Context: an optimization exercise on an open-source flow, tuned for small area and a short achievable clock period. The choices shown serve that exercise and are no tape-out recipe. Power is estimated from default activity; no workload was simulated.

Setup of v21:
==> flow/design.v <==
module PulseSignal #(
    parameter int DELAY = 1,
    parameter bit RZ    = 1   
)
(
    input  logic clk,
    input  logic ena,
    input  logic rst_n,
    output logic dout
);
    localparam int CNTWIDTH = $clog2(DELAY + 2);
    logic [CNTWIDTH-1:0] count;
    always_ff @(posedge clk) begin
        if (!rst_n) begin
            count <= '0;
            dout  <= 1'b0;
        end
        else if (ena) begin
            if (count <= DELAY)
                count <= count + 1'b1;
            if (count == DELAY)
                dout <= 1'b1;          
            else if (RZ && (count > DELAY))
                dout <= 1'b0;          
        end
    end
endmodule
module CIC_Decimation #(
    parameter int WIDTH_IN  = 16,
    parameter int NUM_STAGE = 5,
    parameter int MAX_RATE  = 16,
    parameter int WIDTH_OUT = WIDTH_IN + NUM_STAGE * $clog2(MAX_RATE)
)
(
    input  clk, ena, rst_n,
    input  logic signed [WIDTH_IN-1:0]  din_odd, din_even,
    input  [7:0] rate,
    output logic signed [WIDTH_OUT-1:0] dout,
    output vld, rdy
);
    localparam int BW = WIDTH_OUT;              
    localparam int NST = NUM_STAGE;             
    localparam int NS = 6;                      
    localparam logic [8*(NS+1)-1:0] SB = {8'd36, 8'd30, 8'd24, 8'd18, 8'd12, 8'd6, 8'd0};
    localparam int NCB = NST - 1;
    localparam logic [NCB-1:0] CPIPE = 4'b1010;
    localparam int NCG = CPIPE[0] + CPIPE[1] + CPIPE[2] + CPIPE[3];   
    localparam int NV = NST + NS + 1;
    logic [NV-1:0] tok;
    logic rst_q, clr_q;
    always_ff @(posedge clk) begin
        rst_q <= rst_n;
        clr_q <= !rst_n;
    end
    always_ff @(posedge clk) begin
        tok[0] <= ena & rst_n;
        if (!rst_q) tok[NV-1:1] <= '0;
        else        tok[NV-1:1] <= tok[NV-2:0];
    end
    logic [WIDTH_IN-1:0] xe_d [NS];    
    logic [WIDTH_IN-1:0] xo_d [NS];
    always_ff @(posedge clk) begin
        xe_d[0] <= din_even;
        xo_d[0] <= din_odd;
        for (int k = 1; k < NS; k++) begin
            xe_d[k] <= xe_d[k-1];
            xo_d[k] <= xo_d[k-1];
        end
    end
    logic [BW-1:0] xe_s, xo_s;
    genvar i, j, b;
    generate
        for (j = 0; j < NS; j++) begin : g_isk
            for (b = SB[8*j +: 8]; b < SB[8*(j+1) +: 8]; b++) begin : g_b
                assign xe_s[b] = xe_d[j][(b < WIDTH_IN) ? b : WIDTH_IN-1];
                assign xo_s[b] = xo_d[j][(b < WIDTH_IN) ? b : WIDTH_IN-1];
            end
        end
    endgenerate
    logic [BW-1:0] acc [NST];    
    logic [BW-1:0] evn [NST];    
    logic [BW-1:0] i_a [NST], i_b [NST], i_e [NST], i_o [NST];
    logic [NS-1:0] ce_q [NST], co_q [NST];    
    logic [NS:0]   ce_c [NST], co_c [NST];    
    logic [NS-1:0] sel_e, sel_o;
    logic [BW-1:0] dn;           
    generate
        for (i = 0; i < NST; i++) begin : g_int
            if (i == 0) begin : g_in
                assign i_a[i] = xe_s;
                assign i_b[i] = xo_s;
            end else begin : g_mid
                assign i_a[i] = evn[i-1];
                assign i_b[i] = acc[i-1];
            end
            for (j = 0; j < NS; j++) begin : g_sl
                localparam int LO = SB[8*j +: 8];
                localparam int HI = SB[8*(j+1) +: 8] - 1;
                logic [HI-LO+1:0] ce, co;
                assign ce[0] = (j == 0) ? 1'b0 : ce_q[i][j-1];
                assign co[0] = (j == 0) ? 1'b0 : co_q[i][j-1];
                for (b = LO; b <= HI; b++) begin : g_b
                    if (b == 0) begin : g_h
                        assign i_e[i][b]    = acc[i][b] ^ i_a[i][b];
                        assign ce[b-LO+1]   = acc[i][b] & i_a[i][b];
                        assign i_o[i][b]    = i_e[i][b] ^ i_b[i][b];
                        assign co[b-LO+1]   = i_e[i][b] & i_b[i][b];
                    end else begin : g_f
                        cic_fa u_fe (.a(acc[i][b]), .b(i_a[i][b]), .c(ce[b-LO]), .s(i_e[i][b]), .co(ce[b-LO+1]));
                        cic_fa u_fo (.a(i_e[i][b]), .b(i_b[i][b]), .c(co[b-LO]), .s(i_o[i][b]), .co(co[b-LO+1]));
                    end
                end
                if (j < NS - 1) begin : g_cq
                    always_ff @(posedge clk) begin
                        ce_q[i][j] <= ce[HI-LO+1];
                        co_q[i][j] <= co[HI-LO+1];
                    end
                end
                if (i < NST - 1) begin : g_acc
                    always_ff @(posedge clk) begin
                        if (clr_q)
                            acc[i][HI:LO] <= '0;
                        else if (tok[i+j])
                            acc[i][HI:LO] <= i_o[i][HI:LO];
                    end
                end else begin : g_dump
                    always_ff @(posedge clk) begin
                        if (tok[i+j])
                            acc[i][HI:LO] <= sel_e[j] ? i_b[i][HI:LO] :
                                             sel_o[j] ? '0 : i_o[i][HI:LO];
                    end
                end
                if (i < NST - 1) begin : g_ev
                    always_ff @(posedge clk) evn[i][HI:LO] <= i_e[i][HI:LO];
                end else begin : g_dn
                    always_ff @(posedge clk)
                        dn[HI:LO] <= sel_e[j] ? i_e[i][HI:LO] : i_o[i][HI:LO];
                end
            end
        end
    endgenerate
    logic [4:0] rate_q;
    always_ff @(posedge clk) rate_q <= rate[4:0];
    logic       ctl_tok;
    assign ctl_tok = tok[NST-2];
    logic [2:0] pcnt;            
    logic [4:0] cd;              
    logic [5:0] cd2;
    logic       take_e, take_o, take;
    assign cd2    = {1'b0, cd} + 6'd2;
    assign take_e = ctl_tok && (pcnt == 3'd6) && (cd == 5'd0);
    assign take_o = ctl_tok && (pcnt == 3'd6) && (cd != 5'd0) && (cd2 > {1'b0, rate_q});
    assign take   = take_e | take_o;
    always_ff @(posedge clk) begin
        if (!rst_q) begin
            pcnt <= '0;
            cd   <= '0;
        end else if (ctl_tok) begin
            if (pcnt != 3'd6) pcnt <= pcnt + 3'd1;
            if (pcnt == 3'd6)
                cd <= (cd2 >= {1'b0, rate_q}) ? 5'(cd2 - {1'b0, rate_q}) : cd2[4:0];
        end
    end
    logic [NS-1:0] sel_q, selo_q;
    always_ff @(posedge clk) begin
        sel_q  <= {sel_q[NS-2:0], take_e};
        selo_q <= {selo_q[NS-2:0], take_o};
    end
    assign sel_e = sel_q;
    assign sel_o = selo_q;
    localparam int ND = NS + NCG - 1;
    logic [ND-1:0] dtok;
    always_ff @(posedge clk) begin
        if (!rst_q) dtok <= '0;
        else        dtok <= {dtok[ND-2:0], (sel_q[0] | selo_q[0]) & tok[NST-1]};
    end
    logic [BW-1:0] c_x [NCB], c_y [NCB], c_d [NCB];
    logic [BW-1:0] c_p [NCB];           
    logic [NS-1:0] cc_q [NCB];
    generate
        for (i = 0; i < NCB; i++) begin : g_comb
            if (i == 0) begin : g_in
                assign c_x[i] = dn;
            end else if (CPIPE[i-1]) begin : g_reg
                assign c_x[i] = c_p[i-1];
            end else begin : g_wire
                assign c_x[i] = c_y[i-1];
            end
            localparam int CG = (i > 0 ? CPIPE[0] : 0) + (i > 1 ? CPIPE[1] : 0) + (i > 2 ? CPIPE[2] : 0);
            for (j = 0; j < NS; j++) begin : g_sl
                localparam int LO = SB[8*j +: 8];
                localparam int HI = SB[8*(j+1) +: 8] - 1;
                logic [HI-LO+1:0] cc;
                assign cc[0] = (j == 0) ? 1'b1 : cc_q[i][j-1];
                for (b = LO; b <= HI; b++) begin : g_b
                    if (b == 0) begin : g_h
                        assign c_y[i][b]  = c_x[i][b] ^ c_d[i][b];
                        assign cc[b-LO+1] = c_x[i][b] | ~c_d[i][b];
                    end else begin : g_f
                        cic_fa u_fc (.a(c_x[i][b]), .b(~c_d[i][b]), .c(cc[b-LO]), .s(c_y[i][b]), .co(cc[b-LO+1]));
                    end
                end
                if (j < NS - 1) begin : g_cq
                    always_ff @(posedge clk) cc_q[i][j] <= cc[HI-LO+1];
                end
                always_ff @(posedge clk)
                    if (dtok[j + CG]) c_d[i][HI:LO] <= c_x[i][HI:LO];
                if (CPIPE[i] && i < NCB - 1) begin : g_p
                    always_ff @(posedge clk) c_p[i][HI:LO] <= c_y[i][HI:LO];
                end
            end
        end
    endgenerate
    logic [BW-1:0] dq;
    generate
        for (j = 0; j < NS; j++) begin : g_dsk
            localparam int LO = SB[8*j +: 8];
            localparam int HI = SB[8*(j+1) +: 8] - 1;
            localparam int DL = NS - 1 - j;
            if (DL == 0) begin : g_0
                assign dq[HI:LO] = c_y[NCB-1][HI:LO];
            end else begin : g_n
                logic [HI-LO:0] sh [DL];
                always_ff @(posedge clk) begin
                    sh[0] <= c_y[NCB-1][HI:LO];
                    for (int k = 1; k < DL; k++) sh[k] <= sh[k-1];
                end
                assign dq[HI:LO] = sh[DL-1];
            end
        end
    endgenerate
    logic [2:0] ocnt;
    logic       out_ok;
    assign out_ok = dtok[ND-1] && (ocnt == 3'd6);
    always_ff @(posedge clk) begin
        if (!rst_q) ocnt <= '0;
        else if (dtok[ND-1] && ocnt != 3'd6) ocnt <= ocnt + 3'd1;
    end
    logic vld_q, rdy_q;
    logic [BW-1:0] dout_q;
    always_ff @(posedge clk) begin
        dout_q <= dq;
        if (!rst_n) begin
            vld_q <= 1'b0;
            rdy_q <= 1'b0;
        end else begin
            vld_q <= out_ok & rst_q;
            rdy_q <= rdy_q | (out_ok & rst_q);
        end
    end
    assign dout = dout_q;
    assign vld  = vld_q;
    assign rdy  = rdy_q;
endmodule
module cic_fa (
    input  logic a, b, c,
    output logic s, co
);
    assign s  = a ^ b ^ c;
    assign co = (a & b) | (a & c) | (b & c);
endmodule
==> flow/config.mk <==
export PLATFORM = sky130hd
export DESIGN_NAME = CIC_Decimation
export DESIGN_NICKNAME = CIC_Decimation
export VERILOG_FILES = /design/flow/design.v
export SDC_FILE = /design/flow/constraint.sdc
export NUM_CORES = 4
export LEC_CHECK = 0
export CAP_MARGIN = 20
export CORE_MARGIN = 2
export CORE_UTILIZATION = 70
export CTS_CLUSTER_DIAMETER = 60
export CTS_CLUSTER_SIZE = 30
export SLEW_MARGIN = 20
export SYNTH_HIERARCHICAL = 1
export SYNTH_MINIMUM_KEEP_SIZE = 0
==> flow/constraint.sdc <==
create_clock -name core_clock -period 14.0 [get_ports {clk}]
set_input_delay 2.8000 -clock core_clock [delete_from_list [all_inputs] [get_ports {clk}]]
set_output_delay 2.8000 -clock core_clock [all_outputs]
set_load 0.01 [all_outputs]
standard.sh (not shown) runs the stock make flow with config.mk's settings and CLKGATE_MAP_FILE= SYNTH_SCRIPT=/design/flow/synth_recipe.tcl, a recipe that flattens the netlist after the stock synthesis.
==> flow/flow/run.sh <==
#!/bin/bash
# The standard layout (standard.sh), with two changes to how the layout
# is made: the input and output port buffers are sky130_fd_sc_hd__buf_2
# instead of the cell buffer_ports picks by default, and clock tree synthesis
# inserts no dummy loads. make's output goes to standard.log; ORFS keeps each
# tool's own log under orfs/logs/.
set -euo pipefail
export BUFFER_PORTS_ARGS="-buffer_cell sky130_fd_sc_hd__buf_2"
export CTS_ARGS="-sink_clustering_enable -repair_clock_nets -sink_clustering_size 30 -sink_clustering_max_diameter 60 -dont_use_dummy_load"
bash standard.sh > standard.log 2>&1
What v1 does differently from v21 at the input level:
-- flow/design.v --
<<< v21, line 41
    localparam int BW = WIDTH_OUT;              
    localparam int NST = NUM_STAGE;             
    localparam int NS = 6;                      
    localparam logic [8*(NS+1)-1:0] SB = {8'd36, 8'd30, 8'd24, 8'd18, 8'd12, 8'd6, 8'd0};
    localparam int NCB = NST - 1;
    localparam logic [NCB-1:0] CPIPE = 4'b1010;
>>> v1, line 41
    localparam int BW = WIDTH_OUT;              
    localparam int NST = NUM_STAGE;             
    localparam int NS = 7;                      
    localparam logic [8*(NS+1)-1:0] SB = {8'd36, 8'd31, 8'd26, 8'd21, 8'd16, 8'd11, 8'd6, 8'd0};
    localparam int NCB = NST - 1;
    localparam logic [NCB-1:0] CPIPE = 4'b1010;
<<< v21, line 126
                end else begin : g_dump
                    always_ff @(posedge clk) begin
                        if (tok[i+j])
                            acc[i][HI:LO] <= sel_e[j] ? i_b[i][HI:LO] :
                                             sel_o[j] ? '0 : i_o[i][HI:LO];
>>> v1, line 126
                end else begin : g_dump
                    always_ff @(posedge clk) begin
                        if (clr_q)
                            acc[i][HI:LO] <= '0;
                        else if (tok[i+j])
                            acc[i][HI:LO] <= sel_e[j] ? i_b[i][HI:LO] :
                                             sel_o[j] ? '0 : i_o[i][HI:LO];
<<< v21, line 143
    always_ff @(posedge clk) rate_q <= rate[4:0];
    logic       ctl_tok;
    assign ctl_tok = tok[NST-2];
    logic [2:0] pcnt;            
    logic [4:0] cd;              
    logic [5:0] cd2;
>>> v1, line 145
    always_ff @(posedge clk) rate_q <= rate[4:0];
    logic       ctl_tok;
    assign ctl_tok = tok[NST-1];
    logic [2:0] pcnt;            
    logic [2:0] dcnt;            
    logic [4:0] cd;              
    logic [5:0] cd2;
<<< v21, line 155
        if (!rst_q) begin
            pcnt <= '0;
            cd   <= '0;
        end else if (ctl_tok) begin
            if (pcnt != 3'd6) pcnt <= pcnt + 3'd1;
            if (pcnt == 3'd6)
                cd <= (cd2 >= {1'b0, rate_q}) ? 5'(cd2 - {1'b0, rate_q}) : cd2[4:0];
>>> v1, line 158
        if (!rst_q) begin
            pcnt <= '0;
            dcnt <= '0;
            cd   <= '0;
        end else if (ctl_tok) begin
            if (pcnt != 3'd6) pcnt <= pcnt + 3'd1;
            if (take && dcnt != 3'd6) dcnt <= dcnt + 3'd1;
            if (pcnt == 3'd6)
                cd <= (cd2 >= {1'b0, rate_q}) ? 5'(cd2 - {1'b0, rate_q}) : cd2[4:0];
<<< v21, line 167
        selo_q <= {selo_q[NS-2:0], take_o};
    end
    assign sel_e = sel_q;
    assign sel_o = selo_q;
    localparam int ND = NS + NCG - 1;
    logic [ND-1:0] dtok;
    always_ff @(posedge clk) begin
        if (!rst_q) dtok <= '0;
        else        dtok <= {dtok[ND-2:0], (sel_q[0] | selo_q[0]) & tok[NST-1]};
    end
    logic [BW-1:0] c_x [NCB], c_y [NCB], c_d [NCB];
>>> v1, line 172
        selo_q <= {selo_q[NS-2:0], take_o};
    end
    assign sel_e = {sel_q[NS-2:0], take_e};
    assign sel_o = {selo_q[NS-2:0], take_o};
    localparam int ND = NS + NCG - 1;
    logic [ND-1:0] dtok, otok;
    always_ff @(posedge clk) begin
        if (!rst_q) begin
            dtok <= '0;
            otok <= '0;
        end else begin
            dtok <= {dtok[ND-2:0], take};
            otok <= {otok[ND-2:0], take && (dcnt == 3'd6)};
        end
    end
    logic [BW-1:0] c_x [NCB], c_y [NCB], c_d [NCB];
<<< v21, line 230
        end
    endgenerate
    logic [2:0] ocnt;
    logic       out_ok;
    assign out_ok = dtok[ND-1] && (ocnt == 3'd6);
    always_ff @(posedge clk) begin
        if (!rst_q) ocnt <= '0;
        else if (dtok[ND-1] && ocnt != 3'd6) ocnt <= ocnt + 3'd1;
    end
    logic vld_q, rdy_q;
    logic [BW-1:0] dout_q;
>>> v1, line 240
        end
    endgenerate
    logic vld_q, rdy_q;
    logic [BW-1:0] dout_q;
<<< v21, line 245
            rdy_q <= 1'b0;
        end else begin
            vld_q <= out_ok & rst_q;
            rdy_q <= rdy_q | (out_ok & rst_q);
        end
    end
>>> v1, line 248
            rdy_q <= 1'b0;
        end else begin
            vld_q <= otok[ND-1] & rst_q;
            rdy_q <= rdy_q | (otok[ND-1] & rst_q);
        end
    end
Results
v21 → v1: achievable frequency has increased; worst-case vdd ir drop went down by 13%.
Of v21 and v1, the higher post-synthesis sequential element count belongs to v1.
Run comparison: v21 global routing's busiest layer met1; v1 global routing's busiest layer met2
Compared with v21, in v1 total power down about 2.4%; first-pass GRT wire length went up by 5.0 mm.
Source of the critical timing path = xe_d[4][15]: v21; source of the critical timing path = rdy_q: v1
Function was not checked in any run of this note: the RTL went through the layout flow alone.

## separate check: timing with driven ports
No port has a modelled driver above. Below, the same layouts with a new extraction and two added sets of constraints.
Step 1, drivers: a clkbuf_16 drives clk and a buf_2 each remaining input, both assumed.
Step 2 also shifts input and output timing later by t, the mid clock arrival at the registers, as if the neighbouring blocks saw the same clock.
a / b / c = no drivers / after step 1 / after step 2; a / b = the first two.
run	shift t [ns]	slack for setup (ns)	clock arrival spread, ns	worst data-port slew with drivers (ns)
v21	0.634	10.025 / 10.025 / 10.025	0.051 / 0.052	0.04
v1	0.635	10.132 / 10.071 / 10.457	0.075 / 0.075	0.05
After both steps setup and hold are still met in every run listed.
